Context: an optimization exercise on an open-source flow, tuned for small area, a short achievable clock period and few clock cycles per item. The choices shown serve that exercise and are no tape-out recipe.
In this exercise RTL edits were held to simulation tests only and were not proved equivalent to the original.

==> flow/design.v <==
module PID(
    input clk,rst_n,
    input adc_complete,
    input [INPUT_BIT_WIDTH-1:0] sample,
	input wire signed[PARAMETER_BIT_WIDTH-1:0] target,
    input wire signed[PARAMETER_BIT_WIDTH-1:0] kp,
    input wire signed[PARAMETER_BIT_WIDTH-1:0] ki,
    input wire signed[PARAMETER_BIT_WIDTH-1:0] maximum_out,
    input wire signed[PARAMETER_BIT_WIDTH-1:0] minimum_out,
    input wire signed[PARAMETER_BIT_WIDTH-1:0] maximum_add,
    input wire signed[PARAMETER_BIT_WIDTH-1:0] minimum_add,
    output reg signed[PARAMETER_BIT_WIDTH-1:0] pi_out,
    output reg pi_valid
);
parameter PARAMETER_BIT_WIDTH = 26;
parameter INPUT_BIT_WIDTH = 12;
parameter PERIOD_BIT_WIDTH = 21;
wire signed [PARAMETER_BIT_WIDTH-1:0] sample_signed = sample;
reg signed[PARAMETER_BIT_WIDTH-1:0]pi_add;
reg signed[PARAMETER_BIT_WIDTH-1:0] pi_out_temp;
reg signed [PARAMETER_BIT_WIDTH-1:0]e0;
reg signed [PARAMETER_BIT_WIDTH-1:0]e1;
reg signed [PARAMETER_BIT_WIDTH-1:0]e2;
reg signed [PARAMETER_BIT_WIDTH-1:0] kp_comp;
reg signed [PARAMETER_BIT_WIDTH-1:0] ki_comp;
reg signed [PARAMETER_BIT_WIDTH-1:0] kp_comp_error;
reg[4:0] pi_state;
reg adc_complete_dly1;
reg adc_complete_dly2;
wire adc_read_flag = adc_complete_dly1&(~adc_complete_dly2);
always @(posedge clk or negedge rst_n) begin
    if(!rst_n)begin
        adc_complete_dly1 <= 0;
        adc_complete_dly2 <= 0;
    end
    else begin
        adc_complete_dly1 <= adc_complete;
        adc_complete_dly2 <= adc_complete_dly1;
    end
end
always @(posedge clk or negedge rst_n) begin
    if(~rst_n)begin
        pi_state <= 0;
        e0  <= 0;
        pi_add    <=  0;
        pi_out_temp <= 0;
        kp_comp_error <= 0;
        ki_comp <= 0;
        kp_comp <= 0;
		  e1  <=  0;
        e2  <=  0; 
    end
    else
    case(pi_state)
            0: pi_state <= (adc_read_flag)?1:0;
            1: begin
                e0  <=  target - sample_signed;
                pi_state <= 2;
            end
            2:begin
                kp_comp_error <= e0-e1;
                pi_state <= 3;
            end
            3:begin
                kp_comp <= kp*kp_comp_error;
					 e2  <=  e1;
					 e1  <=  e0;
                pi_state <= 4;
            end
            4:begin
                ki_comp <= ki*e0;
                pi_state <= 5;
            end
            5: begin
                pi_add <= kp_comp + ki_comp;
                pi_state <= 6;
            end
            6:begin
                if(pi_add>maximum_add)begin
                    pi_add <= maximum_add;
                end
                else if(pi_add<minimum_add)begin
                    pi_add <= minimum_add;
                end
                pi_state <= 7;
            end
            7:begin
                pi_out_temp <= pi_out_temp+pi_add;
                pi_state <= 8;
            end
            8:begin
                if(pi_out_temp>maximum_out)begin
                    pi_out_temp <= maximum_out;
                end
                else if(pi_out_temp<minimum_out)begin
                    pi_out_temp <= minimum_out;
                end
                pi_state <= 9;
            end
				9: begin
					pi_state <= 0;
				end
            default: pi_state <= 0;
    endcase
end
always @(posedge clk or negedge rst_n) begin
    if(~rst_n)begin
        pi_out<=0;
        pi_valid<=0;
    end
    else begin
        pi_valid <= (pi_state == 9);
		if(pi_state == 9) begin
        pi_out <= pi_out_temp;
		end
    end
end
endmodule
==> flow/run.sh <==
#!/bin/bash
# synth_recipe.tcl (not shown) runs the flow's synth.tcl, then flattens the netlist and writes it again
# the make line also repeats each setting of config.mk as NAME=value (left out here)
make -C /OpenROAD-flow-scripts/flow DESIGN_CONFIG=/design/flow/config.mk WORK_HOME=/design/flow/orfs CLKGATE_MAP_FILE= SYNTH_SCRIPT=/design/flow/synth_recipe.tcl finish
==> flow/config.mk <==
export PLATFORM = sky130hd
export DESIGN_NAME = PID
export DESIGN_NICKNAME = PID
export VERILOG_FILES = /design/flow/design.v
export SDC_FILE = /design/flow/constraint.sdc
export NUM_CORES = 4
export LEC_CHECK = 0
export CAP_MARGIN = 20
export CORE_MARGIN = 2
export CORE_UTILIZATION = 40
export SLEW_MARGIN = 20
==> flow/constraint.sdc <==
create_clock -name core_clock -period 10.0 [get_ports {clk}]
set_input_delay 2.0000 -clock core_clock [delete_from_list [all_inputs] [get_ports {clk}]]
set_output_delay 2.0000 -clock core_clock [all_outputs]
set_load 0.01 [all_outputs]
==> results.toml, run 1 <==
[clock_network]
clock-root-buffer = "clkbuf_16"
clock_sinks = 215
numCtsBuffers = 27

[global_route]
grt_busiest_layer = "met2"
grt.met3_usage_pct = 1.81
use_met2_pct = 36.9
grtUsageTotal_pct = 21.1
grt_pass1_vias = 29900

[layout]
layout.cells.non_filler = 5681
buf_share_pct = 6.16
final_common_cell = "inv_1"
n_all_inverters = 847
nClkBuffers = 32

[worst_setup_path]
cpPeakStageDelay_ns = 1.10
startpoint = "kp[5]"

[synth]
synth_top_cell_area_share_pct = 27.5
synthCells = 4280
muxShareOfSynthArea_pct = 2.71
yosys.area_share.simple_pct = 16.1
synthAdderAreaFrac_pct = 41.8
yosys.cell_count.top_type = "inv_1"

[status]
outcome = "timing/DRC/antenna clean"

[die]
num_tap_cells = 1254
coreArea_mm2 = 0.0929

[routing]
met2_length_um = 47500
highest_layer = "met4"

[placed_design]
place_ws_ns = 1.06
Testbench counts, summed over its fixed seeds: cycles 17,600, items 1,600.
==> inputs of run 2 (changes only) <==
==> flow/design.v (replaced) <==
module PID(
    input clk,rst_n,
    input adc_complete,
    input [INPUT_BIT_WIDTH-1:0] sample,
    input wire signed[PARAMETER_BIT_WIDTH-1:0] target,
    input wire signed[PARAMETER_BIT_WIDTH-1:0] kp,
    input wire signed[PARAMETER_BIT_WIDTH-1:0] ki,
    input wire signed[PARAMETER_BIT_WIDTH-1:0] maximum_out,
    input wire signed[PARAMETER_BIT_WIDTH-1:0] minimum_out,
    input wire signed[PARAMETER_BIT_WIDTH-1:0] maximum_add,
    input wire signed[PARAMETER_BIT_WIDTH-1:0] minimum_add,
    output reg signed[PARAMETER_BIT_WIDTH-1:0] pi_out,
    output reg pi_valid
);
parameter PARAMETER_BIT_WIDTH = 26;
parameter INPUT_BIT_WIDTH = 12;
reg adc_q;
reg s2, s3;                        
reg signed [25:0] e1;
reg [25:0] kpi_r;
reg [25:0] p1a_r, p1b_r;
reg signed [25:0] c_a, c_b;        
wire s1 = adc_complete & ~adc_q;   
wire [25:0] e0 = target - {14'd0, sample};
wire ns2 = ~s2;                    
wire [25:0] mx = s2 ? kpi_r : kp;
wire [25:0] p1a_g = p1a_r & {26{s2}};
wire [25:0] p1b_g = p1b_r & {26{s2}};
wire bd0one0 = e1[0] ^ 1'b0;
wire bd0two1 = (e1[1] & ~e1[0] & ~1'b0) | (~e1[1] & e1[0] & 1'b0);
wire bd0n2 = e1[1] ^ ns2;
wire bd0p3 = ((bd0one0 & mx[0])) ^ bd0n2;
wire bd0p4 = ((bd0one0 & mx[1]) | (bd0two1 & mx[0])) ^ bd0n2;
wire bd0p5 = ((bd0one0 & mx[2]) | (bd0two1 & mx[1])) ^ bd0n2;
wire bd0p6 = ((bd0one0 & mx[3]) | (bd0two1 & mx[2])) ^ bd0n2;
wire bd0p7 = ((bd0one0 & mx[4]) | (bd0two1 & mx[3])) ^ bd0n2;
wire bd0p8 = ((bd0one0 & mx[5]) | (bd0two1 & mx[4])) ^ bd0n2;
wire bd0p9 = ((bd0one0 & mx[6]) | (bd0two1 & mx[5])) ^ bd0n2;
wire bd0p10 = ((bd0one0 & mx[7]) | (bd0two1 & mx[6])) ^ bd0n2;
wire bd0p11 = ((bd0one0 & mx[8]) | (bd0two1 & mx[7])) ^ bd0n2;
wire bd0p12 = ((bd0one0 & mx[9]) | (bd0two1 & mx[8])) ^ bd0n2;
wire bd0p13 = ((bd0one0 & mx[10]) | (bd0two1 & mx[9])) ^ bd0n2;
wire bd0p14 = ((bd0one0 & mx[11]) | (bd0two1 & mx[10])) ^ bd0n2;
wire bd0p15 = ((bd0one0 & mx[12]) | (bd0two1 & mx[11])) ^ bd0n2;
wire bd0p16 = ((bd0one0 & mx[13]) | (bd0two1 & mx[12])) ^ bd0n2;
wire bd0p17 = ((bd0one0 & mx[14]) | (bd0two1 & mx[13])) ^ bd0n2;
wire bd0p18 = ((bd0one0 & mx[15]) | (bd0two1 & mx[14])) ^ bd0n2;
wire bd0p19 = ((bd0one0 & mx[16]) | (bd0two1 & mx[15])) ^ bd0n2;
wire bd0p20 = ((bd0one0 & mx[17]) | (bd0two1 & mx[16])) ^ bd0n2;
wire bd0p21 = ((bd0one0 & mx[18]) | (bd0two1 & mx[17])) ^ bd0n2;
wire bd0p22 = ((bd0one0 & mx[19]) | (bd0two1 & mx[18])) ^ bd0n2;
wire bd0p23 = ((bd0one0 & mx[20]) | (bd0two1 & mx[19])) ^ bd0n2;
wire bd0p24 = ((bd0one0 & mx[21]) | (bd0two1 & mx[20])) ^ bd0n2;
wire bd0p25 = ((bd0one0 & mx[22]) | (bd0two1 & mx[21])) ^ bd0n2;
wire bd0p26 = ((bd0one0 & mx[23]) | (bd0two1 & mx[22])) ^ bd0n2;
wire bd0p27 = ((bd0one0 & mx[24]) | (bd0two1 & mx[23])) ^ bd0n2;
wire bd0p28 = ((bd0one0 & mx[25]) | (bd0two1 & mx[24])) ^ bd0n2;
wire bd1one29 = e1[2] ^ e1[1];
wire bd1two30 = (e1[3] & ~e1[2] & ~e1[1]) | (~e1[3] & e1[2] & e1[1]);
wire bd1n31 = e1[3] ^ ns2;
wire bd1p32 = ((bd1one29 & mx[0])) ^ bd1n31;
wire bd1p33 = ((bd1one29 & mx[1]) | (bd1two30 & mx[0])) ^ bd1n31;
wire bd1p34 = ((bd1one29 & mx[2]) | (bd1two30 & mx[1])) ^ bd1n31;
wire bd1p35 = ((bd1one29 & mx[3]) | (bd1two30 & mx[2])) ^ bd1n31;
wire bd1p36 = ((bd1one29 & mx[4]) | (bd1two30 & mx[3])) ^ bd1n31;
wire bd1p37 = ((bd1one29 & mx[5]) | (bd1two30 & mx[4])) ^ bd1n31;
wire bd1p38 = ((bd1one29 & mx[6]) | (bd1two30 & mx[5])) ^ bd1n31;
wire bd1p39 = ((bd1one29 & mx[7]) | (bd1two30 & mx[6])) ^ bd1n31;
wire bd1p40 = ((bd1one29 & mx[8]) | (bd1two30 & mx[7])) ^ bd1n31;
wire bd1p41 = ((bd1one29 & mx[9]) | (bd1two30 & mx[8])) ^ bd1n31;
wire bd1p42 = ((bd1one29 & mx[10]) | (bd1two30 & mx[9])) ^ bd1n31;
wire bd1p43 = ((bd1one29 & mx[11]) | (bd1two30 & mx[10])) ^ bd1n31;
wire bd1p44 = ((bd1one29 & mx[12]) | (bd1two30 & mx[11])) ^ bd1n31;
wire bd1p45 = ((bd1one29 & mx[13]) | (bd1two30 & mx[12])) ^ bd1n31;
wire bd1p46 = ((bd1one29 & mx[14]) | (bd1two30 & mx[13])) ^ bd1n31;
wire bd1p47 = ((bd1one29 & mx[15]) | (bd1two30 & mx[14])) ^ bd1n31;
wire bd1p48 = ((bd1one29 & mx[16]) | (bd1two30 & mx[15])) ^ bd1n31;
wire bd1p49 = ((bd1one29 & mx[17]) | (bd1two30 & mx[16])) ^ bd1n31;
wire bd1p50 = ((bd1one29 & mx[18]) | (bd1two30 & mx[17])) ^ bd1n31;
wire bd1p51 = ((bd1one29 & mx[19]) | (bd1two30 & mx[18])) ^ bd1n31;
wire bd1p52 = ((bd1one29 & mx[20]) | (bd1two30 & mx[19])) ^ bd1n31;
wire bd1p53 = ((bd1one29 & mx[21]) | (bd1two30 & mx[20])) ^ bd1n31;
wire bd1p54 = ((bd1one29 & mx[22]) | (bd1two30 & mx[21])) ^ bd1n31;
wire bd1p55 = ((bd1one29 & mx[23]) | (bd1two30 & mx[22])) ^ bd1n31;
wire bd2one56 = e1[4] ^ e1[3];
wire bd2two57 = (e1[5] & ~e1[4] & ~e1[3]) | (~e1[5] & e1[4] & e1[3]);
wire bd2n58 = e1[5] ^ ns2;
wire bd2p59 = ((bd2one56 & mx[0])) ^ bd2n58;
wire bd2p60 = ((bd2one56 & mx[1]) | (bd2two57 & mx[0])) ^ bd2n58;
wire bd2p61 = ((bd2one56 & mx[2]) | (bd2two57 & mx[1])) ^ bd2n58;
wire bd2p62 = ((bd2one56 & mx[3]) | (bd2two57 & mx[2])) ^ bd2n58;
wire bd2p63 = ((bd2one56 & mx[4]) | (bd2two57 & mx[3])) ^ bd2n58;
wire bd2p64 = ((bd2one56 & mx[5]) | (bd2two57 & mx[4])) ^ bd2n58;
wire bd2p65 = ((bd2one56 & mx[6]) | (bd2two57 & mx[5])) ^ bd2n58;
wire bd2p66 = ((bd2one56 & mx[7]) | (bd2two57 & mx[6])) ^ bd2n58;
wire bd2p67 = ((bd2one56 & mx[8]) | (bd2two57 & mx[7])) ^ bd2n58;
wire bd2p68 = ((bd2one56 & mx[9]) | (bd2two57 & mx[8])) ^ bd2n58;
wire bd2p69 = ((bd2one56 & mx[10]) | (bd2two57 & mx[9])) ^ bd2n58;
wire bd2p70 = ((bd2one56 & mx[11]) | (bd2two57 & mx[10])) ^ bd2n58;
wire bd2p71 = ((bd2one56 & mx[12]) | (bd2two57 & mx[11])) ^ bd2n58;
wire bd2p72 = ((bd2one56 & mx[13]) | (bd2two57 & mx[12])) ^ bd2n58;
wire bd2p73 = ((bd2one56 & mx[14]) | (bd2two57 & mx[13])) ^ bd2n58;
wire bd2p74 = ((bd2one56 & mx[15]) | (bd2two57 & mx[14])) ^ bd2n58;
wire bd2p75 = ((bd2one56 & mx[16]) | (bd2two57 & mx[15])) ^ bd2n58;
wire bd2p76 = ((bd2one56 & mx[17]) | (bd2two57 & mx[16])) ^ bd2n58;
wire bd2p77 = ((bd2one56 & mx[18]) | (bd2two57 & mx[17])) ^ bd2n58;
wire bd2p78 = ((bd2one56 & mx[19]) | (bd2two57 & mx[18])) ^ bd2n58;
wire bd2p79 = ((bd2one56 & mx[20]) | (bd2two57 & mx[19])) ^ bd2n58;
wire bd2p80 = ((bd2one56 & mx[21]) | (bd2two57 & mx[20])) ^ bd2n58;
wire bd3one81 = e1[6] ^ e1[5];
wire bd3two82 = (e1[7] & ~e1[6] & ~e1[5]) | (~e1[7] & e1[6] & e1[5]);
wire bd3n83 = e1[7] ^ ns2;
wire bd3p84 = ((bd3one81 & mx[0])) ^ bd3n83;
wire bd3p85 = ((bd3one81 & mx[1]) | (bd3two82 & mx[0])) ^ bd3n83;
wire bd3p86 = ((bd3one81 & mx[2]) | (bd3two82 & mx[1])) ^ bd3n83;
wire bd3p87 = ((bd3one81 & mx[3]) | (bd3two82 & mx[2])) ^ bd3n83;
wire bd3p88 = ((bd3one81 & mx[4]) | (bd3two82 & mx[3])) ^ bd3n83;
wire bd3p89 = ((bd3one81 & mx[5]) | (bd3two82 & mx[4])) ^ bd3n83;
wire bd3p90 = ((bd3one81 & mx[6]) | (bd3two82 & mx[5])) ^ bd3n83;
wire bd3p91 = ((bd3one81 & mx[7]) | (bd3two82 & mx[6])) ^ bd3n83;
wire bd3p92 = ((bd3one81 & mx[8]) | (bd3two82 & mx[7])) ^ bd3n83;
wire bd3p93 = ((bd3one81 & mx[9]) | (bd3two82 & mx[8])) ^ bd3n83;
wire bd3p94 = ((bd3one81 & mx[10]) | (bd3two82 & mx[9])) ^ bd3n83;
wire bd3p95 = ((bd3one81 & mx[11]) | (bd3two82 & mx[10])) ^ bd3n83;
wire bd3p96 = ((bd3one81 & mx[12]) | (bd3two82 & mx[11])) ^ bd3n83;
wire bd3p97 = ((bd3one81 & mx[13]) | (bd3two82 & mx[12])) ^ bd3n83;
wire bd3p98 = ((bd3one81 & mx[14]) | (bd3two82 & mx[13])) ^ bd3n83;
wire bd3p99 = ((bd3one81 & mx[15]) | (bd3two82 & mx[14])) ^ bd3n83;
wire bd3p100 = ((bd3one81 & mx[16]) | (bd3two82 & mx[15])) ^ bd3n83;
wire bd3p101 = ((bd3one81 & mx[17]) | (bd3two82 & mx[16])) ^ bd3n83;
wire bd3p102 = ((bd3one81 & mx[18]) | (bd3two82 & mx[17])) ^ bd3n83;
wire bd3p103 = ((bd3one81 & mx[19]) | (bd3two82 & mx[18])) ^ bd3n83;
wire bd4one104 = e1[8] ^ e1[7];
wire bd4two105 = (e1[9] & ~e1[8] & ~e1[7]) | (~e1[9] & e1[8] & e1[7]);
wire bd4n106 = e1[9] ^ ns2;
wire bd4p107 = ((bd4one104 & mx[0])) ^ bd4n106;
wire bd4p108 = ((bd4one104 & mx[1]) | (bd4two105 & mx[0])) ^ bd4n106;
wire bd4p109 = ((bd4one104 & mx[2]) | (bd4two105 & mx[1])) ^ bd4n106;
wire bd4p110 = ((bd4one104 & mx[3]) | (bd4two105 & mx[2])) ^ bd4n106;
wire bd4p111 = ((bd4one104 & mx[4]) | (bd4two105 & mx[3])) ^ bd4n106;
wire bd4p112 = ((bd4one104 & mx[5]) | (bd4two105 & mx[4])) ^ bd4n106;
wire bd4p113 = ((bd4one104 & mx[6]) | (bd4two105 & mx[5])) ^ bd4n106;
wire bd4p114 = ((bd4one104 & mx[7]) | (bd4two105 & mx[6])) ^ bd4n106;
wire bd4p115 = ((bd4one104 & mx[8]) | (bd4two105 & mx[7])) ^ bd4n106;
wire bd4p116 = ((bd4one104 & mx[9]) | (bd4two105 & mx[8])) ^ bd4n106;
wire bd4p117 = ((bd4one104 & mx[10]) | (bd4two105 & mx[9])) ^ bd4n106;
wire bd4p118 = ((bd4one104 & mx[11]) | (bd4two105 & mx[10])) ^ bd4n106;
wire bd4p119 = ((bd4one104 & mx[12]) | (bd4two105 & mx[11])) ^ bd4n106;
wire bd4p120 = ((bd4one104 & mx[13]) | (bd4two105 & mx[12])) ^ bd4n106;
wire bd4p121 = ((bd4one104 & mx[14]) | (bd4two105 & mx[13])) ^ bd4n106;
wire bd4p122 = ((bd4one104 & mx[15]) | (bd4two105 & mx[14])) ^ bd4n106;
wire bd4p123 = ((bd4one104 & mx[16]) | (bd4two105 & mx[15])) ^ bd4n106;
wire bd4p124 = ((bd4one104 & mx[17]) | (bd4two105 & mx[16])) ^ bd4n106;
wire bd5one125 = e1[10] ^ e1[9];
wire bd5two126 = (e1[11] & ~e1[10] & ~e1[9]) | (~e1[11] & e1[10] & e1[9]);
wire bd5n127 = e1[11] ^ ns2;
wire bd5p128 = ((bd5one125 & mx[0])) ^ bd5n127;
wire bd5p129 = ((bd5one125 & mx[1]) | (bd5two126 & mx[0])) ^ bd5n127;
wire bd5p130 = ((bd5one125 & mx[2]) | (bd5two126 & mx[1])) ^ bd5n127;
wire bd5p131 = ((bd5one125 & mx[3]) | (bd5two126 & mx[2])) ^ bd5n127;
wire bd5p132 = ((bd5one125 & mx[4]) | (bd5two126 & mx[3])) ^ bd5n127;
wire bd5p133 = ((bd5one125 & mx[5]) | (bd5two126 & mx[4])) ^ bd5n127;
wire bd5p134 = ((bd5one125 & mx[6]) | (bd5two126 & mx[5])) ^ bd5n127;
wire bd5p135 = ((bd5one125 & mx[7]) | (bd5two126 & mx[6])) ^ bd5n127;
wire bd5p136 = ((bd5one125 & mx[8]) | (bd5two126 & mx[7])) ^ bd5n127;
wire bd5p137 = ((bd5one125 & mx[9]) | (bd5two126 & mx[8])) ^ bd5n127;
wire bd5p138 = ((bd5one125 & mx[10]) | (bd5two126 & mx[9])) ^ bd5n127;
wire bd5p139 = ((bd5one125 & mx[11]) | (bd5two126 & mx[10])) ^ bd5n127;
wire bd5p140 = ((bd5one125 & mx[12]) | (bd5two126 & mx[11])) ^ bd5n127;
wire bd5p141 = ((bd5one125 & mx[13]) | (bd5two126 & mx[12])) ^ bd5n127;
wire bd5p142 = ((bd5one125 & mx[14]) | (bd5two126 & mx[13])) ^ bd5n127;
wire bd5p143 = ((bd5one125 & mx[15]) | (bd5two126 & mx[14])) ^ bd5n127;
wire bd6one144 = e1[12] ^ e1[11];
wire bd6two145 = (e1[13] & ~e1[12] & ~e1[11]) | (~e1[13] & e1[12] & e1[11]);
wire bd6n146 = e1[13] ^ ns2;
wire bd6p147 = ((bd6one144 & mx[0])) ^ bd6n146;
wire bd6p148 = ((bd6one144 & mx[1]) | (bd6two145 & mx[0])) ^ bd6n146;
wire bd6p149 = ((bd6one144 & mx[2]) | (bd6two145 & mx[1])) ^ bd6n146;
wire bd6p150 = ((bd6one144 & mx[3]) | (bd6two145 & mx[2])) ^ bd6n146;
wire bd6p151 = ((bd6one144 & mx[4]) | (bd6two145 & mx[3])) ^ bd6n146;
wire bd6p152 = ((bd6one144 & mx[5]) | (bd6two145 & mx[4])) ^ bd6n146;
wire bd6p153 = ((bd6one144 & mx[6]) | (bd6two145 & mx[5])) ^ bd6n146;
wire bd6p154 = ((bd6one144 & mx[7]) | (bd6two145 & mx[6])) ^ bd6n146;
wire bd6p155 = ((bd6one144 & mx[8]) | (bd6two145 & mx[7])) ^ bd6n146;
wire bd6p156 = ((bd6one144 & mx[9]) | (bd6two145 & mx[8])) ^ bd6n146;
wire bd6p157 = ((bd6one144 & mx[10]) | (bd6two145 & mx[9])) ^ bd6n146;
wire bd6p158 = ((bd6one144 & mx[11]) | (bd6two145 & mx[10])) ^ bd6n146;
wire bd6p159 = ((bd6one144 & mx[12]) | (bd6two145 & mx[11])) ^ bd6n146;
wire bd6p160 = ((bd6one144 & mx[13]) | (bd6two145 & mx[12])) ^ bd6n146;
wire bd7one161 = e1[14] ^ e1[13];
wire bd7two162 = (e1[15] & ~e1[14] & ~e1[13]) | (~e1[15] & e1[14] & e1[13]);
wire bd7n163 = e1[15] ^ ns2;
wire bd7p164 = ((bd7one161 & mx[0])) ^ bd7n163;
wire bd7p165 = ((bd7one161 & mx[1]) | (bd7two162 & mx[0])) ^ bd7n163;
wire bd7p166 = ((bd7one161 & mx[2]) | (bd7two162 & mx[1])) ^ bd7n163;
wire bd7p167 = ((bd7one161 & mx[3]) | (bd7two162 & mx[2])) ^ bd7n163;
wire bd7p168 = ((bd7one161 & mx[4]) | (bd7two162 & mx[3])) ^ bd7n163;
wire bd7p169 = ((bd7one161 & mx[5]) | (bd7two162 & mx[4])) ^ bd7n163;
wire bd7p170 = ((bd7one161 & mx[6]) | (bd7two162 & mx[5])) ^ bd7n163;
wire bd7p171 = ((bd7one161 & mx[7]) | (bd7two162 & mx[6])) ^ bd7n163;
wire bd7p172 = ((bd7one161 & mx[8]) | (bd7two162 & mx[7])) ^ bd7n163;
wire bd7p173 = ((bd7one161 & mx[9]) | (bd7two162 & mx[8])) ^ bd7n163;
wire bd7p174 = ((bd7one161 & mx[10]) | (bd7two162 & mx[9])) ^ bd7n163;
wire bd7p175 = ((bd7one161 & mx[11]) | (bd7two162 & mx[10])) ^ bd7n163;
wire bd8one176 = e1[16] ^ e1[15];
wire bd8two177 = (e1[17] & ~e1[16] & ~e1[15]) | (~e1[17] & e1[16] & e1[15]);
wire bd8n178 = e1[17] ^ ns2;
wire bd8p179 = ((bd8one176 & mx[0])) ^ bd8n178;
wire bd8p180 = ((bd8one176 & mx[1]) | (bd8two177 & mx[0])) ^ bd8n178;
wire bd8p181 = ((bd8one176 & mx[2]) | (bd8two177 & mx[1])) ^ bd8n178;
wire bd8p182 = ((bd8one176 & mx[3]) | (bd8two177 & mx[2])) ^ bd8n178;
wire bd8p183 = ((bd8one176 & mx[4]) | (bd8two177 & mx[3])) ^ bd8n178;
wire bd8p184 = ((bd8one176 & mx[5]) | (bd8two177 & mx[4])) ^ bd8n178;
wire bd8p185 = ((bd8one176 & mx[6]) | (bd8two177 & mx[5])) ^ bd8n178;
wire bd8p186 = ((bd8one176 & mx[7]) | (bd8two177 & mx[6])) ^ bd8n178;
wire bd8p187 = ((bd8one176 & mx[8]) | (bd8two177 & mx[7])) ^ bd8n178;
wire bd8p188 = ((bd8one176 & mx[9]) | (bd8two177 & mx[8])) ^ bd8n178;
wire bd9one189 = e1[18] ^ e1[17];
wire bd9two190 = (e1[19] & ~e1[18] & ~e1[17]) | (~e1[19] & e1[18] & e1[17]);
wire bd9n191 = e1[19] ^ ns2;
wire bd9p192 = ((bd9one189 & mx[0])) ^ bd9n191;
wire bd9p193 = ((bd9one189 & mx[1]) | (bd9two190 & mx[0])) ^ bd9n191;
wire bd9p194 = ((bd9one189 & mx[2]) | (bd9two190 & mx[1])) ^ bd9n191;
wire bd9p195 = ((bd9one189 & mx[3]) | (bd9two190 & mx[2])) ^ bd9n191;
wire bd9p196 = ((bd9one189 & mx[4]) | (bd9two190 & mx[3])) ^ bd9n191;
wire bd9p197 = ((bd9one189 & mx[5]) | (bd9two190 & mx[4])) ^ bd9n191;
wire bd9p198 = ((bd9one189 & mx[6]) | (bd9two190 & mx[5])) ^ bd9n191;
wire bd9p199 = ((bd9one189 & mx[7]) | (bd9two190 & mx[6])) ^ bd9n191;
wire bd10one200 = e1[20] ^ e1[19];
wire bd10two201 = (e1[21] & ~e1[20] & ~e1[19]) | (~e1[21] & e1[20] & e1[19]);
wire bd10n202 = e1[21] ^ ns2;
wire bd10p203 = ((bd10one200 & mx[0])) ^ bd10n202;
wire bd10p204 = ((bd10one200 & mx[1]) | (bd10two201 & mx[0])) ^ bd10n202;
wire bd10p205 = ((bd10one200 & mx[2]) | (bd10two201 & mx[1])) ^ bd10n202;
wire bd10p206 = ((bd10one200 & mx[3]) | (bd10two201 & mx[2])) ^ bd10n202;
wire bd10p207 = ((bd10one200 & mx[4]) | (bd10two201 & mx[3])) ^ bd10n202;
wire bd10p208 = ((bd10one200 & mx[5]) | (bd10two201 & mx[4])) ^ bd10n202;
wire bd11one209 = e1[22] ^ e1[21];
wire bd11two210 = (e1[23] & ~e1[22] & ~e1[21]) | (~e1[23] & e1[22] & e1[21]);
wire bd11n211 = e1[23] ^ ns2;
wire bd11p212 = ((bd11one209 & mx[0])) ^ bd11n211;
wire bd11p213 = ((bd11one209 & mx[1]) | (bd11two210 & mx[0])) ^ bd11n211;
wire bd11p214 = ((bd11one209 & mx[2]) | (bd11two210 & mx[1])) ^ bd11n211;
wire bd11p215 = ((bd11one209 & mx[3]) | (bd11two210 & mx[2])) ^ bd11n211;
wire bd12one216 = e1[24] ^ e1[23];
wire bd12two217 = (e1[25] & ~e1[24] & ~e1[23]) | (~e1[25] & e1[24] & e1[23]);
wire bd12n218 = e1[25] ^ ns2;
wire bd12p219 = ((bd12one216 & mx[0])) ^ bd12n218;
wire bd12p220 = ((bd12one216 & mx[1]) | (bd12two217 & mx[0])) ^ bd12n218;
wire fs221 = p1a_g[0] ^ p1b_g[0] ^ bd0n2;
wire fc222 = (p1a_g[0] & p1b_g[0]) | (bd0n2 & (p1a_g[0] ^ p1b_g[0]));
wire fs223 = p1a_g[1] ^ p1b_g[1] ^ fc222;
wire fc224 = (p1a_g[1] & p1b_g[1]) | (fc222 & (p1a_g[1] ^ p1b_g[1]));
wire fs225 = p1a_g[2] ^ p1b_g[2] ^ bd1n31;
wire fc226 = (p1a_g[2] & p1b_g[2]) | (bd1n31 & (p1a_g[2] ^ p1b_g[2]));
wire fs227 = fs225 ^ fc224 ^ bd0p5;
wire fc228 = (fs225 & fc224) | (bd0p5 & (fs225 ^ fc224));
wire fs229 = p1a_g[3] ^ p1b_g[3] ^ fc226;
wire fc230 = (p1a_g[3] & p1b_g[3]) | (fc226 & (p1a_g[3] ^ p1b_g[3]));
wire fs231 = fs229 ^ bd0p6 ^ bd1p33;
wire fc232 = (fs229 & bd0p6) | (bd1p33 & (fs229 ^ bd0p6));
wire fs233 = p1a_g[4] ^ p1b_g[4] ^ bd2n58;
wire fc234 = (p1a_g[4] & p1b_g[4]) | (bd2n58 & (p1a_g[4] ^ p1b_g[4]));
wire fs235 = fs233 ^ fc230 ^ bd0p7;
wire fc236 = (fs233 & fc230) | (bd0p7 & (fs233 ^ fc230));
wire fs237 = bd1p34 ^ bd2p59 ^ fc232;
wire fc238 = (bd1p34 & bd2p59) | (fc232 & (bd1p34 ^ bd2p59));
wire fs239 = p1a_g[5] ^ p1b_g[5] ^ fc234;
wire fc240 = (p1a_g[5] & p1b_g[5]) | (fc234 & (p1a_g[5] ^ p1b_g[5]));
wire fs241 = fs239 ^ bd0p8 ^ bd1p35;
wire fc242 = (fs239 & bd0p8) | (bd1p35 & (fs239 ^ bd0p8));
wire fs243 = bd2p60 ^ fc236 ^ fs241;
wire fc244 = (bd2p60 & fc236) | (fs241 & (bd2p60 ^ fc236));
wire fs245 = p1a_g[6] ^ p1b_g[6] ^ bd3n83;
wire fc246 = (p1a_g[6] & p1b_g[6]) | (bd3n83 & (p1a_g[6] ^ p1b_g[6]));
wire fs247 = fs245 ^ fc240 ^ bd0p9;
wire fc248 = (fs245 & fc240) | (bd0p9 & (fs245 ^ fc240));
wire fs249 = bd1p36 ^ bd2p61 ^ bd3p84;
wire fc250 = (bd1p36 & bd2p61) | (bd3p84 & (bd1p36 ^ bd2p61));
wire fs251 = fc242 ^ fs247 ^ fs249;
wire fc252 = (fc242 & fs247) | (fs249 & (fc242 ^ fs247));
wire fs253 = p1a_g[7] ^ p1b_g[7] ^ fc246;
wire fc254 = (p1a_g[7] & p1b_g[7]) | (fc246 & (p1a_g[7] ^ p1b_g[7]));
wire fs255 = fs253 ^ bd0p10 ^ bd1p37;
wire fc256 = (fs253 & bd0p10) | (bd1p37 & (fs253 ^ bd0p10));
wire fs257 = bd2p62 ^ bd3p85 ^ fc248;
wire fc258 = (bd2p62 & bd3p85) | (fc248 & (bd2p62 ^ bd3p85));
wire fs259 = fc250 ^ fs255 ^ fc252;
wire fc260 = (fc250 & fs255) | (fc252 & (fc250 ^ fs255));
wire fs261 = p1a_g[8] ^ p1b_g[8] ^ bd4n106;
wire fc262 = (p1a_g[8] & p1b_g[8]) | (bd4n106 & (p1a_g[8] ^ p1b_g[8]));
wire fs263 = fs261 ^ fc254 ^ bd0p11;
wire fc264 = (fs261 & fc254) | (bd0p11 & (fs261 ^ fc254));
wire fs265 = bd1p38 ^ bd2p63 ^ bd3p86;
wire fc266 = (bd1p38 & bd2p63) | (bd3p86 & (bd1p38 ^ bd2p63));
wire fs267 = bd4p107 ^ fc256 ^ fs263;
wire fc268 = (bd4p107 & fc256) | (fs263 & (bd4p107 ^ fc256));
wire fs269 = fs265 ^ fc258 ^ fs267;
wire fc270 = (fs265 & fc258) | (fs267 & (fs265 ^ fc258));
wire fs271 = p1a_g[9] ^ p1b_g[9] ^ fc262;
wire fc272 = (p1a_g[9] & p1b_g[9]) | (fc262 & (p1a_g[9] ^ p1b_g[9]));
wire fs273 = fs271 ^ bd0p12 ^ bd1p39;
wire fc274 = (fs271 & bd0p12) | (bd1p39 & (fs271 ^ bd0p12));
wire fs275 = bd2p64 ^ bd3p87 ^ bd4p108;
wire fc276 = (bd2p64 & bd3p87) | (bd4p108 & (bd2p64 ^ bd3p87));
wire fs277 = fc264 ^ fc266 ^ fs273;
wire fc278 = (fc264 & fc266) | (fs273 & (fc264 ^ fc266));
wire fs279 = fs275 ^ fc268 ^ fs277;
wire fc280 = (fs275 & fc268) | (fs277 & (fs275 ^ fc268));
wire fs281 = p1a_g[10] ^ p1b_g[10] ^ bd5n127;
wire fc282 = (p1a_g[10] & p1b_g[10]) | (bd5n127 & (p1a_g[10] ^ p1b_g[10]));
wire fs283 = fs281 ^ fc272 ^ bd0p13;
wire fc284 = (fs281 & fc272) | (bd0p13 & (fs281 ^ fc272));
wire fs285 = bd1p40 ^ bd2p65 ^ bd3p88;
wire fc286 = (bd1p40 & bd2p65) | (bd3p88 & (bd1p40 ^ bd2p65));
wire fs287 = bd4p109 ^ bd5p128 ^ fc274;
wire fc288 = (bd4p109 & bd5p128) | (fc274 & (bd4p109 ^ bd5p128));
wire fs289 = fc276 ^ fs283 ^ fs285;
wire fc290 = (fc276 & fs283) | (fs285 & (fc276 ^ fs283));
wire fs291 = fc278 ^ fs287 ^ fs289;
wire fc292 = (fc278 & fs287) | (fs289 & (fc278 ^ fs287));
wire fs293 = p1a_g[11] ^ p1b_g[11] ^ fc282;
wire fc294 = (p1a_g[11] & p1b_g[11]) | (fc282 & (p1a_g[11] ^ p1b_g[11]));
wire fs295 = fs293 ^ bd0p14 ^ bd1p41;
wire fc296 = (fs293 & bd0p14) | (bd1p41 & (fs293 ^ bd0p14));
wire fs297 = bd2p66 ^ bd3p89 ^ bd4p110;
wire fc298 = (bd2p66 & bd3p89) | (bd4p110 & (bd2p66 ^ bd3p89));
wire fs299 = bd5p129 ^ fc284 ^ fc286;
wire fc300 = (bd5p129 & fc284) | (fc286 & (bd5p129 ^ fc284));
wire fs301 = fs295 ^ fs297 ^ fc288;
wire fc302 = (fs295 & fs297) | (fc288 & (fs295 ^ fs297));
wire fs303 = fc290 ^ fs299 ^ fs301;
wire fc304 = (fc290 & fs299) | (fs301 & (fc290 ^ fs299));
wire fs305 = p1a_g[12] ^ p1b_g[12] ^ bd6n146;
wire fc306 = (p1a_g[12] & p1b_g[12]) | (bd6n146 & (p1a_g[12] ^ p1b_g[12]));
wire fs307 = fs305 ^ fc294 ^ bd0p15;
wire fc308 = (fs305 & fc294) | (bd0p15 & (fs305 ^ fc294));
wire fs309 = bd1p42 ^ bd2p67 ^ bd3p90;
wire fc310 = (bd1p42 & bd2p67) | (bd3p90 & (bd1p42 ^ bd2p67));
wire fs311 = bd4p111 ^ bd5p130 ^ bd6p147;
wire fc312 = (bd4p111 & bd5p130) | (bd6p147 & (bd4p111 ^ bd5p130));
wire fs313 = fc296 ^ fc298 ^ fs307;
wire fc314 = (fc296 & fc298) | (fs307 & (fc296 ^ fc298));
wire fs315 = fs309 ^ fs311 ^ fc300;
wire fc316 = (fs309 & fs311) | (fc300 & (fs309 ^ fs311));
wire fs317 = fs313 ^ fc302 ^ fs315;
wire fc318 = (fs313 & fc302) | (fs315 & (fs313 ^ fc302));
wire fs319 = p1a_g[13] ^ p1b_g[13] ^ fc306;
wire fc320 = (p1a_g[13] & p1b_g[13]) | (fc306 & (p1a_g[13] ^ p1b_g[13]));
wire fs321 = fs319 ^ bd0p16 ^ bd1p43;
wire fc322 = (fs319 & bd0p16) | (bd1p43 & (fs319 ^ bd0p16));
wire fs323 = bd2p68 ^ bd3p91 ^ bd4p112;
wire fc324 = (bd2p68 & bd3p91) | (bd4p112 & (bd2p68 ^ bd3p91));
wire fs325 = bd5p131 ^ bd6p148 ^ fc308;
wire fc326 = (bd5p131 & bd6p148) | (fc308 & (bd5p131 ^ bd6p148));
wire fs327 = fc310 ^ fc312 ^ fs321;
wire fc328 = (fc310 & fc312) | (fs321 & (fc310 ^ fc312));
wire fs329 = fs323 ^ fc314 ^ fs325;
wire fc330 = (fs323 & fc314) | (fs325 & (fs323 ^ fc314));
wire fs331 = fs327 ^ fc316 ^ fs329;
wire fc332 = (fs327 & fc316) | (fs329 & (fs327 ^ fc316));
wire fs333 = p1a_g[14] ^ p1b_g[14] ^ bd7n163;
wire fc334 = (p1a_g[14] & p1b_g[14]) | (bd7n163 & (p1a_g[14] ^ p1b_g[14]));
wire fs335 = fs333 ^ fc320 ^ bd0p17;
wire fc336 = (fs333 & fc320) | (bd0p17 & (fs333 ^ fc320));
wire fs337 = bd1p44 ^ bd2p69 ^ bd3p92;
wire fc338 = (bd1p44 & bd2p69) | (bd3p92 & (bd1p44 ^ bd2p69));
wire fs339 = bd4p113 ^ bd5p132 ^ bd6p149;
wire fc340 = (bd4p113 & bd5p132) | (bd6p149 & (bd4p113 ^ bd5p132));
wire fs341 = bd7p164 ^ fc322 ^ fc324;
wire fc342 = (bd7p164 & fc322) | (fc324 & (bd7p164 ^ fc322));
wire fs343 = fs335 ^ fs337 ^ fs339;
wire fc344 = (fs335 & fs337) | (fs339 & (fs335 ^ fs337));
wire fs345 = fc326 ^ fc328 ^ fs341;
wire fc346 = (fc326 & fc328) | (fs341 & (fc326 ^ fc328));
wire fs347 = fs343 ^ fc330 ^ fs345;
wire fc348 = (fs343 & fc330) | (fs345 & (fs343 ^ fc330));
wire fs349 = p1a_g[15] ^ p1b_g[15] ^ fc334;
wire fc350 = (p1a_g[15] & p1b_g[15]) | (fc334 & (p1a_g[15] ^ p1b_g[15]));
wire fs351 = fs349 ^ bd0p18 ^ bd1p45;
wire fc352 = (fs349 & bd0p18) | (bd1p45 & (fs349 ^ bd0p18));
wire fs353 = bd2p70 ^ bd3p93 ^ bd4p114;
wire fc354 = (bd2p70 & bd3p93) | (bd4p114 & (bd2p70 ^ bd3p93));
wire fs355 = bd5p133 ^ bd6p150 ^ bd7p165;
wire fc356 = (bd5p133 & bd6p150) | (bd7p165 & (bd5p133 ^ bd6p150));
wire fs357 = fc336 ^ fc338 ^ fc340;
wire fc358 = (fc336 & fc338) | (fc340 & (fc336 ^ fc338));
wire fs359 = fs351 ^ fs353 ^ fs355;
wire fc360 = (fs351 & fs353) | (fs355 & (fs351 ^ fs353));
wire fs361 = fc342 ^ fc344 ^ fs357;
wire fc362 = (fc342 & fc344) | (fs357 & (fc342 ^ fc344));
wire fs363 = fs359 ^ fc346 ^ fs361;
wire fc364 = (fs359 & fc346) | (fs361 & (fs359 ^ fc346));
wire fs365 = p1a_g[16] ^ p1b_g[16] ^ bd8n178;
wire fc366 = (p1a_g[16] & p1b_g[16]) | (bd8n178 & (p1a_g[16] ^ p1b_g[16]));
wire fs367 = fs365 ^ fc350 ^ bd0p19;
wire fc368 = (fs365 & fc350) | (bd0p19 & (fs365 ^ fc350));
wire fs369 = bd1p46 ^ bd2p71 ^ bd3p94;
wire fc370 = (bd1p46 & bd2p71) | (bd3p94 & (bd1p46 ^ bd2p71));
wire fs371 = bd4p115 ^ bd5p134 ^ bd6p151;
wire fc372 = (bd4p115 & bd5p134) | (bd6p151 & (bd4p115 ^ bd5p134));
wire fs373 = bd7p166 ^ bd8p179 ^ fc352;
wire fc374 = (bd7p166 & bd8p179) | (fc352 & (bd7p166 ^ bd8p179));
wire fs375 = fc354 ^ fc356 ^ fs367;
wire fc376 = (fc354 & fc356) | (fs367 & (fc354 ^ fc356));
wire fs377 = fs369 ^ fs371 ^ fc358;
wire fc378 = (fs369 & fs371) | (fc358 & (fs369 ^ fs371));
wire fs379 = fc360 ^ fs373 ^ fs375;
wire fc380 = (fc360 & fs373) | (fs375 & (fc360 ^ fs373));
wire fs381 = fc362 ^ fs377 ^ fs379;
wire fc382 = (fc362 & fs377) | (fs379 & (fc362 ^ fs377));
wire fs383 = p1a_g[17] ^ p1b_g[17] ^ fc366;
wire fc384 = (p1a_g[17] & p1b_g[17]) | (fc366 & (p1a_g[17] ^ p1b_g[17]));
wire fs385 = fs383 ^ bd0p20 ^ bd1p47;
wire fc386 = (fs383 & bd0p20) | (bd1p47 & (fs383 ^ bd0p20));
wire fs387 = bd2p72 ^ bd3p95 ^ bd4p116;
wire fc388 = (bd2p72 & bd3p95) | (bd4p116 & (bd2p72 ^ bd3p95));
wire fs389 = bd5p135 ^ bd6p152 ^ bd7p167;
wire fc390 = (bd5p135 & bd6p152) | (bd7p167 & (bd5p135 ^ bd6p152));
wire fs391 = bd8p180 ^ fc368 ^ fc370;
wire fc392 = (bd8p180 & fc368) | (fc370 & (bd8p180 ^ fc368));
wire fs393 = fc372 ^ fs385 ^ fs387;
wire fc394 = (fc372 & fs385) | (fs387 & (fc372 ^ fs385));
wire fs395 = fs389 ^ fc374 ^ fc376;
wire fc396 = (fs389 & fc374) | (fc376 & (fs389 ^ fc374));
wire fs397 = fs391 ^ fs393 ^ fc378;
wire fc398 = (fs391 & fs393) | (fc378 & (fs391 ^ fs393));
wire fs399 = fc380 ^ fs395 ^ fs397;
wire fc400 = (fc380 & fs395) | (fs397 & (fc380 ^ fs395));
wire fs401 = p1a_g[18] ^ p1b_g[18] ^ bd9n191;
wire fc402 = (p1a_g[18] & p1b_g[18]) | (bd9n191 & (p1a_g[18] ^ p1b_g[18]));
wire fs403 = fs401 ^ fc384 ^ bd0p21;
wire fc404 = (fs401 & fc384) | (bd0p21 & (fs401 ^ fc384));
wire fs405 = bd1p48 ^ bd2p73 ^ bd3p96;
wire fc406 = (bd1p48 & bd2p73) | (bd3p96 & (bd1p48 ^ bd2p73));
wire fs407 = bd4p117 ^ bd5p136 ^ bd6p153;
wire fc408 = (bd4p117 & bd5p136) | (bd6p153 & (bd4p117 ^ bd5p136));
wire fs409 = bd7p168 ^ bd8p181 ^ bd9p192;
wire fc410 = (bd7p168 & bd8p181) | (bd9p192 & (bd7p168 ^ bd8p181));
wire fs411 = fc386 ^ fc388 ^ fc390;
wire fc412 = (fc386 & fc388) | (fc390 & (fc386 ^ fc388));
wire fs413 = fs403 ^ fs405 ^ fs407;
wire fc414 = (fs403 & fs405) | (fs407 & (fs403 ^ fs405));
wire fs415 = fs409 ^ fc392 ^ fc394;
wire fc416 = (fs409 & fc392) | (fc394 & (fs409 ^ fc392));
wire fs417 = fs411 ^ fs413 ^ fc396;
wire fc418 = (fs411 & fs413) | (fc396 & (fs411 ^ fs413));
wire fs419 = fs415 ^ fc398 ^ fs417;
wire fc420 = (fs415 & fc398) | (fs417 & (fs415 ^ fc398));
wire fs421 = p1a_g[19] ^ p1b_g[19] ^ fc402;
wire fc422 = (p1a_g[19] & p1b_g[19]) | (fc402 & (p1a_g[19] ^ p1b_g[19]));
wire fs423 = fs421 ^ bd0p22 ^ bd1p49;
wire fc424 = (fs421 & bd0p22) | (bd1p49 & (fs421 ^ bd0p22));
wire fs425 = bd2p74 ^ bd3p97 ^ bd4p118;
wire fc426 = (bd2p74 & bd3p97) | (bd4p118 & (bd2p74 ^ bd3p97));
wire fs427 = bd5p137 ^ bd6p154 ^ bd7p169;
wire fc428 = (bd5p137 & bd6p154) | (bd7p169 & (bd5p137 ^ bd6p154));
wire fs429 = bd8p182 ^ bd9p193 ^ fc404;
wire fc430 = (bd8p182 & bd9p193) | (fc404 & (bd8p182 ^ bd9p193));
wire fs431 = fc406 ^ fc408 ^ fc410;
wire fc432 = (fc406 & fc408) | (fc410 & (fc406 ^ fc408));
wire fs433 = fs423 ^ fs425 ^ fs427;
wire fc434 = (fs423 & fs425) | (fs427 & (fs423 ^ fs425));
wire fs435 = fc412 ^ fc414 ^ fs429;
wire fc436 = (fc412 & fc414) | (fs429 & (fc412 ^ fc414));
wire fs437 = fs431 ^ fs433 ^ fc416;
wire fc438 = (fs431 & fs433) | (fc416 & (fs431 ^ fs433));
wire fs439 = fs435 ^ fc418 ^ fs437;
wire fc440 = (fs435 & fc418) | (fs437 & (fs435 ^ fc418));
wire fs441 = p1a_g[20] ^ p1b_g[20] ^ bd10n202;
wire fc442 = (p1a_g[20] & p1b_g[20]) | (bd10n202 & (p1a_g[20] ^ p1b_g[20]));
wire fs443 = fs441 ^ fc422 ^ bd0p23;
wire fc444 = (fs441 & fc422) | (bd0p23 & (fs441 ^ fc422));
wire fs445 = bd10p203 ^ bd1p50 ^ bd2p75;
wire fc446 = (bd10p203 & bd1p50) | (bd2p75 & (bd10p203 ^ bd1p50));
wire fs447 = bd3p98 ^ bd4p119 ^ bd5p138;
wire fc448 = (bd3p98 & bd4p119) | (bd5p138 & (bd3p98 ^ bd4p119));
wire fs449 = bd6p155 ^ bd7p170 ^ bd8p183;
wire fc450 = (bd6p155 & bd7p170) | (bd8p183 & (bd6p155 ^ bd7p170));
wire fs451 = bd9p194 ^ fc424 ^ fc426;
wire fc452 = (bd9p194 & fc424) | (fc426 & (bd9p194 ^ fc424));
wire fs453 = fc428 ^ fs443 ^ fs445;
wire fc454 = (fc428 & fs443) | (fs445 & (fc428 ^ fs443));
wire fs455 = fs447 ^ fs449 ^ fc430;
wire fc456 = (fs447 & fs449) | (fc430 & (fs447 ^ fs449));
wire fs457 = fc432 ^ fc434 ^ fs451;
wire fc458 = (fc432 & fc434) | (fs451 & (fc432 ^ fc434));
wire fs459 = fs453 ^ fc436 ^ fs455;
wire fc460 = (fs453 & fc436) | (fs455 & (fs453 ^ fc436));
wire fs461 = fs457 ^ fc438 ^ fs459;
wire fc462 = (fs457 & fc438) | (fs459 & (fs457 ^ fc438));
wire fs463 = p1a_g[21] ^ p1b_g[21] ^ fc442;
wire fc464 = (p1a_g[21] & p1b_g[21]) | (fc442 & (p1a_g[21] ^ p1b_g[21]));
wire fs465 = fs463 ^ bd0p24 ^ bd10p204;
wire fc466 = (fs463 & bd0p24) | (bd10p204 & (fs463 ^ bd0p24));
wire fs467 = bd1p51 ^ bd2p76 ^ bd3p99;
wire fc468 = (bd1p51 & bd2p76) | (bd3p99 & (bd1p51 ^ bd2p76));
wire fs469 = bd4p120 ^ bd5p139 ^ bd6p156;
wire fc470 = (bd4p120 & bd5p139) | (bd6p156 & (bd4p120 ^ bd5p139));
wire fs471 = bd7p171 ^ bd8p184 ^ bd9p195;
wire fc472 = (bd7p171 & bd8p184) | (bd9p195 & (bd7p171 ^ bd8p184));
wire fs473 = fc444 ^ fc446 ^ fc448;
wire fc474 = (fc444 & fc446) | (fc448 & (fc444 ^ fc446));
wire fs475 = fc450 ^ fs465 ^ fs467;
wire fc476 = (fc450 & fs465) | (fs467 & (fc450 ^ fs465));
wire fs477 = fs469 ^ fs471 ^ fc452;
wire fc478 = (fs469 & fs471) | (fc452 & (fs469 ^ fs471));
wire fs479 = fc454 ^ fs473 ^ fs475;
wire fc480 = (fc454 & fs473) | (fs475 & (fc454 ^ fs473));
wire fs481 = fc456 ^ fc458 ^ fs477;
wire fc482 = (fc456 & fc458) | (fs477 & (fc456 ^ fc458));
wire fs483 = fs479 ^ fc460 ^ fs481;
wire fc484 = (fs479 & fc460) | (fs481 & (fs479 ^ fc460));
wire fs485 = p1a_g[22] ^ p1b_g[22] ^ bd11n211;
wire fc486 = (p1a_g[22] & p1b_g[22]) | (bd11n211 & (p1a_g[22] ^ p1b_g[22]));
wire fs487 = fs485 ^ fc464 ^ bd0p25;
wire fc488 = (fs485 & fc464) | (bd0p25 & (fs485 ^ fc464));
wire fs489 = bd10p205 ^ bd11p212 ^ bd1p52;
wire fc490 = (bd10p205 & bd11p212) | (bd1p52 & (bd10p205 ^ bd11p212));
wire fs491 = bd2p77 ^ bd3p100 ^ bd4p121;
wire fc492 = (bd2p77 & bd3p100) | (bd4p121 & (bd2p77 ^ bd3p100));
wire fs493 = bd5p140 ^ bd6p157 ^ bd7p172;
wire fc494 = (bd5p140 & bd6p157) | (bd7p172 & (bd5p140 ^ bd6p157));
wire fs495 = bd8p185 ^ bd9p196 ^ fc466;
wire fc496 = (bd8p185 & bd9p196) | (fc466 & (bd8p185 ^ bd9p196));
wire fs497 = fc468 ^ fc470 ^ fc472;
wire fc498 = (fc468 & fc470) | (fc472 & (fc468 ^ fc470));
wire fs499 = fs487 ^ fs489 ^ fs491;
wire fc500 = (fs487 & fs489) | (fs491 & (fs487 ^ fs489));
wire fs501 = fs493 ^ fc474 ^ fc476;
wire fc502 = (fs493 & fc474) | (fc476 & (fs493 ^ fc474));
wire fs503 = fs495 ^ fs497 ^ fs499;
wire fc504 = (fs495 & fs497) | (fs499 & (fs495 ^ fs497));
wire fs505 = fc478 ^ fc480 ^ fs501;
wire fc506 = (fc478 & fc480) | (fs501 & (fc478 ^ fc480));
wire fs507 = fs503 ^ fc482 ^ fs505;
wire fc508 = (fs503 & fc482) | (fs505 & (fs503 ^ fc482));
wire fs509 = p1a_g[23] ^ p1b_g[23] ^ fc486;
wire fc510 = (p1a_g[23] & p1b_g[23]) | (fc486 & (p1a_g[23] ^ p1b_g[23]));
wire fs511 = fs509 ^ bd0p26 ^ bd10p206;
wire fc512 = (fs509 & bd0p26) | (bd10p206 & (fs509 ^ bd0p26));
wire fs513 = bd11p213 ^ bd1p53 ^ bd2p78;
wire fc514 = (bd11p213 & bd1p53) | (bd2p78 & (bd11p213 ^ bd1p53));
wire fs515 = bd3p101 ^ bd4p122 ^ bd5p141;
wire fc516 = (bd3p101 & bd4p122) | (bd5p141 & (bd3p101 ^ bd4p122));
wire fs517 = bd6p158 ^ bd7p173 ^ bd8p186;
wire fc518 = (bd6p158 & bd7p173) | (bd8p186 & (bd6p158 ^ bd7p173));
wire fs519 = bd9p197 ^ fc488 ^ fc490;
wire fc520 = (bd9p197 & fc488) | (fc490 & (bd9p197 ^ fc488));
wire fs521 = fc492 ^ fc494 ^ fs511;
wire fc522 = (fc492 & fc494) | (fs511 & (fc492 ^ fc494));
wire fs523 = fs513 ^ fs515 ^ fs517;
wire fc524 = (fs513 & fs515) | (fs517 & (fs513 ^ fs515));
wire fs525 = fc496 ^ fc498 ^ fc500;
wire fc526 = (fc496 & fc498) | (fc500 & (fc496 ^ fc498));
wire fs527 = fs519 ^ fs521 ^ fs523;
wire fc528 = (fs519 & fs521) | (fs523 & (fs519 ^ fs521));
wire fs529 = fc502 ^ fc504 ^ fs525;
wire fc530 = (fc502 & fc504) | (fs525 & (fc502 ^ fc504));
wire fs531 = fs527 ^ fc506 ^ fs529;
wire fc532 = (fs527 & fc506) | (fs529 & (fs527 ^ fc506));
wire fs533 = p1a_g[24] ^ p1b_g[24] ^ bd12n218;
wire fc534 = (p1a_g[24] & p1b_g[24]) | (bd12n218 & (p1a_g[24] ^ p1b_g[24]));
wire fs535 = fs533 ^ fc510 ^ bd0p27;
wire fc536 = (fs533 & fc510) | (bd0p27 & (fs533 ^ fc510));
wire fs537 = bd10p207 ^ bd11p214 ^ bd12p219;
wire fc538 = (bd10p207 & bd11p214) | (bd12p219 & (bd10p207 ^ bd11p214));
wire fs539 = bd1p54 ^ bd2p79 ^ bd3p102;
wire fc540 = (bd1p54 & bd2p79) | (bd3p102 & (bd1p54 ^ bd2p79));
wire fs541 = bd4p123 ^ bd5p142 ^ bd6p159;
wire fc542 = (bd4p123 & bd5p142) | (bd6p159 & (bd4p123 ^ bd5p142));
wire fs543 = bd7p174 ^ bd8p187 ^ bd9p198;
wire fc544 = (bd7p174 & bd8p187) | (bd9p198 & (bd7p174 ^ bd8p187));
wire fs545 = fc512 ^ fc514 ^ fc516;
wire fc546 = (fc512 & fc514) | (fc516 & (fc512 ^ fc514));
wire fs547 = fc518 ^ fs535 ^ fs537;
wire fc548 = (fc518 & fs535) | (fs537 & (fc518 ^ fs535));
wire fs549 = fs539 ^ fs541 ^ fs543;
wire fc550 = (fs539 & fs541) | (fs543 & (fs539 ^ fs541));
wire fs551 = fc520 ^ fc522 ^ fc524;
wire fc552 = (fc520 & fc522) | (fc524 & (fc520 ^ fc522));
wire fs553 = fs545 ^ fs547 ^ fs549;
wire fc554 = (fs545 & fs547) | (fs549 & (fs545 ^ fs547));
wire fs555 = fc526 ^ fc528 ^ fs551;
wire fc556 = (fc526 & fc528) | (fs551 & (fc526 ^ fc528));
wire fs557 = fs553 ^ fc530 ^ fs555;
wire fc558 = (fs553 & fc530) | (fs555 & (fs553 ^ fc530));
wire fs559 = p1a_g[25] ^ p1b_g[25] ^ fc534;
wire fs560 = fs559 ^ bd0p28 ^ bd10p208;
wire fs561 = bd11p215 ^ bd12p220 ^ bd1p55;
wire fs562 = bd2p80 ^ bd3p103 ^ bd4p124;
wire fs563 = bd5p143 ^ bd6p160 ^ bd7p175;
wire fs564 = bd8p188 ^ bd9p199 ^ fc536;
wire fs565 = fc538 ^ fc540 ^ fc542;
wire fs566 = fc544 ^ fs560 ^ fs561;
wire fs567 = fs562 ^ fs563 ^ fc546;
wire fs568 = fc548 ^ fc550 ^ fs564;
wire fs569 = fs565 ^ fs566 ^ fc552;
wire fs570 = fs567 ^ fc554 ^ fs568;
wire fs571 = fc556 ^ fs569 ^ fs570;
wire us572 = pi_out[0] ^ ua[0] ^ ub[0];
wire uc573 = (pi_out[0] & ua[0]) | (ub[0] & (pi_out[0] ^ ua[0]));
wire us574 = pi_out[1] ^ ua[1] ^ ub[1];
wire uc575 = (pi_out[1] & ua[1]) | (ub[1] & (pi_out[1] ^ ua[1]));
wire us576 = pi_out[2] ^ ua[2] ^ ub[2];
wire uc577 = (pi_out[2] & ua[2]) | (ub[2] & (pi_out[2] ^ ua[2]));
wire us578 = pi_out[3] ^ ua[3] ^ ub[3];
wire uc579 = (pi_out[3] & ua[3]) | (ub[3] & (pi_out[3] ^ ua[3]));
wire us580 = pi_out[4] ^ ua[4] ^ ub[4];
wire uc581 = (pi_out[4] & ua[4]) | (ub[4] & (pi_out[4] ^ ua[4]));
wire us582 = pi_out[5] ^ ua[5] ^ ub[5];
wire uc583 = (pi_out[5] & ua[5]) | (ub[5] & (pi_out[5] ^ ua[5]));
wire us584 = pi_out[6] ^ ua[6] ^ ub[6];
wire uc585 = (pi_out[6] & ua[6]) | (ub[6] & (pi_out[6] ^ ua[6]));
wire us586 = pi_out[7] ^ ua[7] ^ ub[7];
wire uc587 = (pi_out[7] & ua[7]) | (ub[7] & (pi_out[7] ^ ua[7]));
wire us588 = pi_out[8] ^ ua[8] ^ ub[8];
wire uc589 = (pi_out[8] & ua[8]) | (ub[8] & (pi_out[8] ^ ua[8]));
wire us590 = pi_out[9] ^ ua[9] ^ ub[9];
wire uc591 = (pi_out[9] & ua[9]) | (ub[9] & (pi_out[9] ^ ua[9]));
wire us592 = pi_out[10] ^ ua[10] ^ ub[10];
wire uc593 = (pi_out[10] & ua[10]) | (ub[10] & (pi_out[10] ^ ua[10]));
wire us594 = pi_out[11] ^ ua[11] ^ ub[11];
wire uc595 = (pi_out[11] & ua[11]) | (ub[11] & (pi_out[11] ^ ua[11]));
wire us596 = pi_out[12] ^ ua[12] ^ ub[12];
wire uc597 = (pi_out[12] & ua[12]) | (ub[12] & (pi_out[12] ^ ua[12]));
wire us598 = pi_out[13] ^ ua[13] ^ ub[13];
wire uc599 = (pi_out[13] & ua[13]) | (ub[13] & (pi_out[13] ^ ua[13]));
wire us600 = pi_out[14] ^ ua[14] ^ ub[14];
wire uc601 = (pi_out[14] & ua[14]) | (ub[14] & (pi_out[14] ^ ua[14]));
wire us602 = pi_out[15] ^ ua[15] ^ ub[15];
wire uc603 = (pi_out[15] & ua[15]) | (ub[15] & (pi_out[15] ^ ua[15]));
wire us604 = pi_out[16] ^ ua[16] ^ ub[16];
wire uc605 = (pi_out[16] & ua[16]) | (ub[16] & (pi_out[16] ^ ua[16]));
wire us606 = pi_out[17] ^ ua[17] ^ ub[17];
wire uc607 = (pi_out[17] & ua[17]) | (ub[17] & (pi_out[17] ^ ua[17]));
wire us608 = pi_out[18] ^ ua[18] ^ ub[18];
wire uc609 = (pi_out[18] & ua[18]) | (ub[18] & (pi_out[18] ^ ua[18]));
wire us610 = pi_out[19] ^ ua[19] ^ ub[19];
wire uc611 = (pi_out[19] & ua[19]) | (ub[19] & (pi_out[19] ^ ua[19]));
wire us612 = pi_out[20] ^ ua[20] ^ ub[20];
wire uc613 = (pi_out[20] & ua[20]) | (ub[20] & (pi_out[20] ^ ua[20]));
wire us614 = pi_out[21] ^ ua[21] ^ ub[21];
wire uc615 = (pi_out[21] & ua[21]) | (ub[21] & (pi_out[21] ^ ua[21]));
wire us616 = pi_out[22] ^ ua[22] ^ ub[22];
wire uc617 = (pi_out[22] & ua[22]) | (ub[22] & (pi_out[22] ^ ua[22]));
wire us618 = pi_out[23] ^ ua[23] ^ ub[23];
wire uc619 = (pi_out[23] & ua[23]) | (ub[23] & (pi_out[23] ^ ua[23]));
wire us620 = pi_out[24] ^ ua[24] ^ ub[24];
wire uc621 = (pi_out[24] & ua[24]) | (ub[24] & (pi_out[24] ^ ua[24]));
wire us622 = pi_out[25] ^ ua[25] ^ ub[25];
wire uc623 = (pi_out[25] & ua[25]) | (ub[25] & (pi_out[25] ^ ua[25]));
wire [25:0] ta = {fc558, fc532, fc508, fc484, fc462, fc440, fc420, fc400, fc382, fc364, fc348, fc332, fc318, fc304, fc292, fc280, fc270, fc260, fs257, fc244, fc238, fs235, fc228, bd1p32, fs223, fs221};
wire [25:0] tb = {fs571, fs557, fs531, fs507, fs483, fs461, fs439, fs419, fs399, fs381, fs363, fs347, fs331, fs317, fs303, fs291, fs279, fs269, fs259, fs251, fs243, fs237, fs231, fs227, bd0p4, bd0p3};
wire signed [25:0] s_r = p1a_r + p1b_r;
wire [25:0] ua = s3 ? p1a_r : (s2 ? minimum_add : maximum_add);
wire [25:0] ub = p1b_r & {26{s3}};
wire signed [25:0] ut = {us622, us620, us618, us616, us614, us612, us610, us608, us606, us604, us602, us600, us598, us596, us594, us592, us590, us588, us586, us584, us582, us580, us578, us576, us574, us572} + {uc621, uc619, uc617, uc615, uc613, uc611, uc609, uc607, uc605, uc603, uc601, uc599, uc597, uc595, uc593, uc591, uc589, uc587, uc585, uc583, uc581, uc579, uc577, uc575, uc573, 1'b0};
wire signed [25:0] u = (ut > maximum_out) ? maximum_out :
                       (ut < minimum_out) ? minimum_out : ut;
wire a_hi = s_r > maximum_add;
wire a_lo = s_r < minimum_add;
wire signed [25:0] t_new = a_hi ? c_b : (a_lo ? c_a : u);
always @(posedge clk or negedge rst_n) begin
    if (!rst_n) begin
        adc_q <= 1'b0;
        s2 <= 1'b0;
        s3 <= 1'b0;
        pi_valid <= 1'b0;
        pi_out <= 26'd0;
        e1 <= 26'd0;
    end else begin
        adc_q <= adc_complete;
        s2 <= s1;
        s3 <= s2;
        pi_valid <= s3;
        if (s1)
            e1 <= e0;
        if (s3)
            pi_out <= t_new;
    end
end
always @(posedge clk) begin
    kpi_r <= kp + ki;
    p1a_r <= ta;
    p1b_r <= tb;
    c_a <= u;         
    c_b <= c_a;       
end
endmodule
==> run 2 against run 1 <==
Compared with the run above:
- final cell count shrank 30%
- sequential share of layout area grew 1.2 points
- core utilization grew 1.1 points
- first-iteration DRC count grew 38%
- maximum frequency shrank 3.2%
- global-route usage grew 6.1 points
- via count shrank 19%
- clock skew shrank 0.012 ns
- critical endpoint is now pi_out[6]$_DFFE_PN0P_
- largest cell class unchanged
- highest routed layer unchanged
==> results.toml, run 2 <==
[status]
outcome = "timing/DRC/antenna clean"

[timing]
slew_headroom_pct = 32.8
timing.hold.ws_ns = 0.353
fin_crit_sh_pct = 86.3
clock_skew_ns = 0.0251
post-route-min-period_ns = 8.63
timing.setup.tns_ns = 0
tightest_slew_ns = 1.01
fmax_mhz = 116
hold_viol_final = 0
slew_violations = 0
grt_setup_unrepaired = "no"
finalSetupViolCount = 0

[worst_setup_path]
critical-path-top-delay-family = "compound AO/OA/AOI/OAI gates"
critical_path.max_fanout = 33
cpMostUsedCell = "o21ai_0"
endpoint_kind = "flip-flop"
worstSetupPathType = "in -> reg"
startpoint_type = "input port"
rrSetupSlack_ns = 2.33
cpPeakStageDelay_ns = 0.59
crit_buf_inv = 4
worst_ep_arrival_time_ns = 8.99
worstPathRequired_ns = 10.36
slowest_stage = "mux2i_4"

[synth]
synth-main-ff-cell = "dfxtp_1"
synthCells = 3038
synth_edf_count = 0
synth_fp_nets = 3621
yosys.cell_count.top_type = "nand2_1"
synth_area_leaders = "fa_1 (16%), dfxtp_1 (10%), ha_1 (9.4%), xnor2_1 (9.1%), dfrtp_1 (5.6%)"
ys_top_cells_by_count = "nand2_1 (323), a21oi_1 (268), inv_1 (266), xnor2_1 (259), o21ai_0 (208)"
ys_seq_area_share_pct = 16.1
async_reset_ff_share_pct = 30.1
synth_top_cell_area_share_pct = 15.9
synth_area_mm2 = 0.0249
syn_area_per_cell_um2 = 8.21
synth_area_leader_cell = "fa_1"
ys_warn_count = 1
synth.distinct_cells = 73
synth_seq_cells = 186

[clock_network]
cts_setup_buffers = 0
cts.clk_slew.worst_paths_ns = 0.09
clock-root-buffer = "clkbuf_16"
numCtsBuffers = 17
tritoncts = "done"
clk_path_buf_depth = 2
htreeDepth = 4
clock_sinks = 186
ctsHoldBuffers = 0
clk_latency_ns = 0.52
post_cts_resized = 0

[routing]
wl_per_cell_um = 22.0
dr.pass1.iters = 6
drt_wl_total_um = 87300
num_vias = 22900
drc_errors = 0
postRouteAntennaNets = 0
routed_via_density = 5.77
initialDrtViolationCount = 2071

[placed_design]
hpwlAfterDp_um = 67000
io_buffers = 223
gp_congestion = 1.01
placed_area_mm2 = 0.0279

[die]
die_h_um = 254
row_count = 91
die_w_um = 254
die_area_mm2 = 0.0644
ios = 224
coreArea_mm2 = 0.0617
start_util_pct = 40.4

[layout]
final_cell_mix = "nand2_1 (323), a21oi_1 (268), inv_1 (266), xnor2_1 (258), clkdlybuf4s50_1 (222)"
n_fill_cell = 6128
multi_input_area_mm2 = 0.0192
final_cell_area_mm2 = 0.0285
area_growth_pct = 14.4
diodes = 0
ff_latch_area_mm2 = 0.00401
nets = 3706
drive_above_1_share_pct = 4.85
final_common_cell = "nand2_1"

[global_route]
antenna_found_initial = 0
grtUsageTotal_pct = 27.2
grt_pass1_vias = 23200
grt_max_degree = 90
overflow = 0
grt_pass1_wl_um = 134000

[run]
drv_cap = 0

[worst_hold_path]
min_path_type = "reg -> reg"
[run 2: worst paths after layout]
kind,startpoint,end,cells after the start
setup reg to reg,s3$_DFF_PN0_,pi_out[6]$_DFFE_PN0P_,23
hold / removal,c_a[24]$_DFF_P_,c_b[24]$_DFF_P_,0
hold reg to reg,c_a[24]$_DFF_P_,c_b[24]$_DFF_P_,0
setup / recovery,minimum_add[1],pi_out[6]$_DFFE_PN0P_,26
min in group asynchronous,rst_n,e1[25]$_DFFE_PN0P_,2
max in group asynchronous,rst_n,s3$_DFF_PN0_,2
[run 2: per-stage QoR]
stage	setup WS, ns	instances	util (%)
floorplan	2.73	3038	-
CTS	1.43	3972	46.2
finish	1.37	3973	46.2
global placement	1.08	3940	45.2
global route	0.808	3973	46.2
detailed placement	0.884	3940	45.2
[run 2: cell type report]
class	count	share of cell area (%)
Inverter	268	3.53
Timing Repair Buffer	275	9.22
Multi-Input combinational cell	2375	67.3
Sequential cell	186	14.1
Clock buffer	18	1.50
Clock inverter	14	0.702
Tap cell	837	3.67
[run 2: worst reg2reg max path: cells and delay by family (launching register included)]
family | cells | cell delay, ns
AOI/OAI and AO/OA | 11 | 2.29
xor gates and xnor gates | 1 | 0.26
adders and majority gates | 3 | 1.20
buffers and inverters | 3 | 1.19
DFF | 1 | 0.94
muxes | 2 | 0.80
and+or+nand+nor | 3 | 0.86
[run 2: cell families after synthesis]
group / share of synthesized area [%]
buffers and inverters: 7.29
XOR/XNOR: 11.1
flip-flops: 16.1
adder cells (fa/ha/maj): 26.3
multiplexers: 4.66
AND/OR/NAND/NOR: 12.5
AO/OA/AOI/OAI: 22.1
[run 2: layer usage]
metal  routed length (µm)  GRT usage, %  vias up
met5                    0             0        -
met4                 4960          14.9        0
met3                 5610          3.41      216
met2                41100          46.1      950
met1                35700          33.6    11000
li1                     -             -    10800
Testbench counts of run 2, summed over its fixed seeds: cycles 4,800, items 1,600.

-- re-timing with driven ports --
The flow's constraints put no driver on any port. The routed layouts listed below were extracted and timed again, unchanged, in two steps. Step 1 sets driving cells, clkbuf_16 on the clock port and buf_2 on the other inputs (assumed; they add their load-dependent delay and slew). Step 2 times the ports against the registers' clock, not the clock port: input delays grow and output delays shrink by t, the midpoint of the rising clock arrivals with the driver on. Three values: ideal ports, drivers, drivers and shift; two values: the first two.
run	t, ns	setup slack, ns
run 1	0.621	1.651 / 1.693 / 1.073
run 2	0.569	1.375 / 1.408 / 0.839
After both steps setup and hold are still met in every run listed.
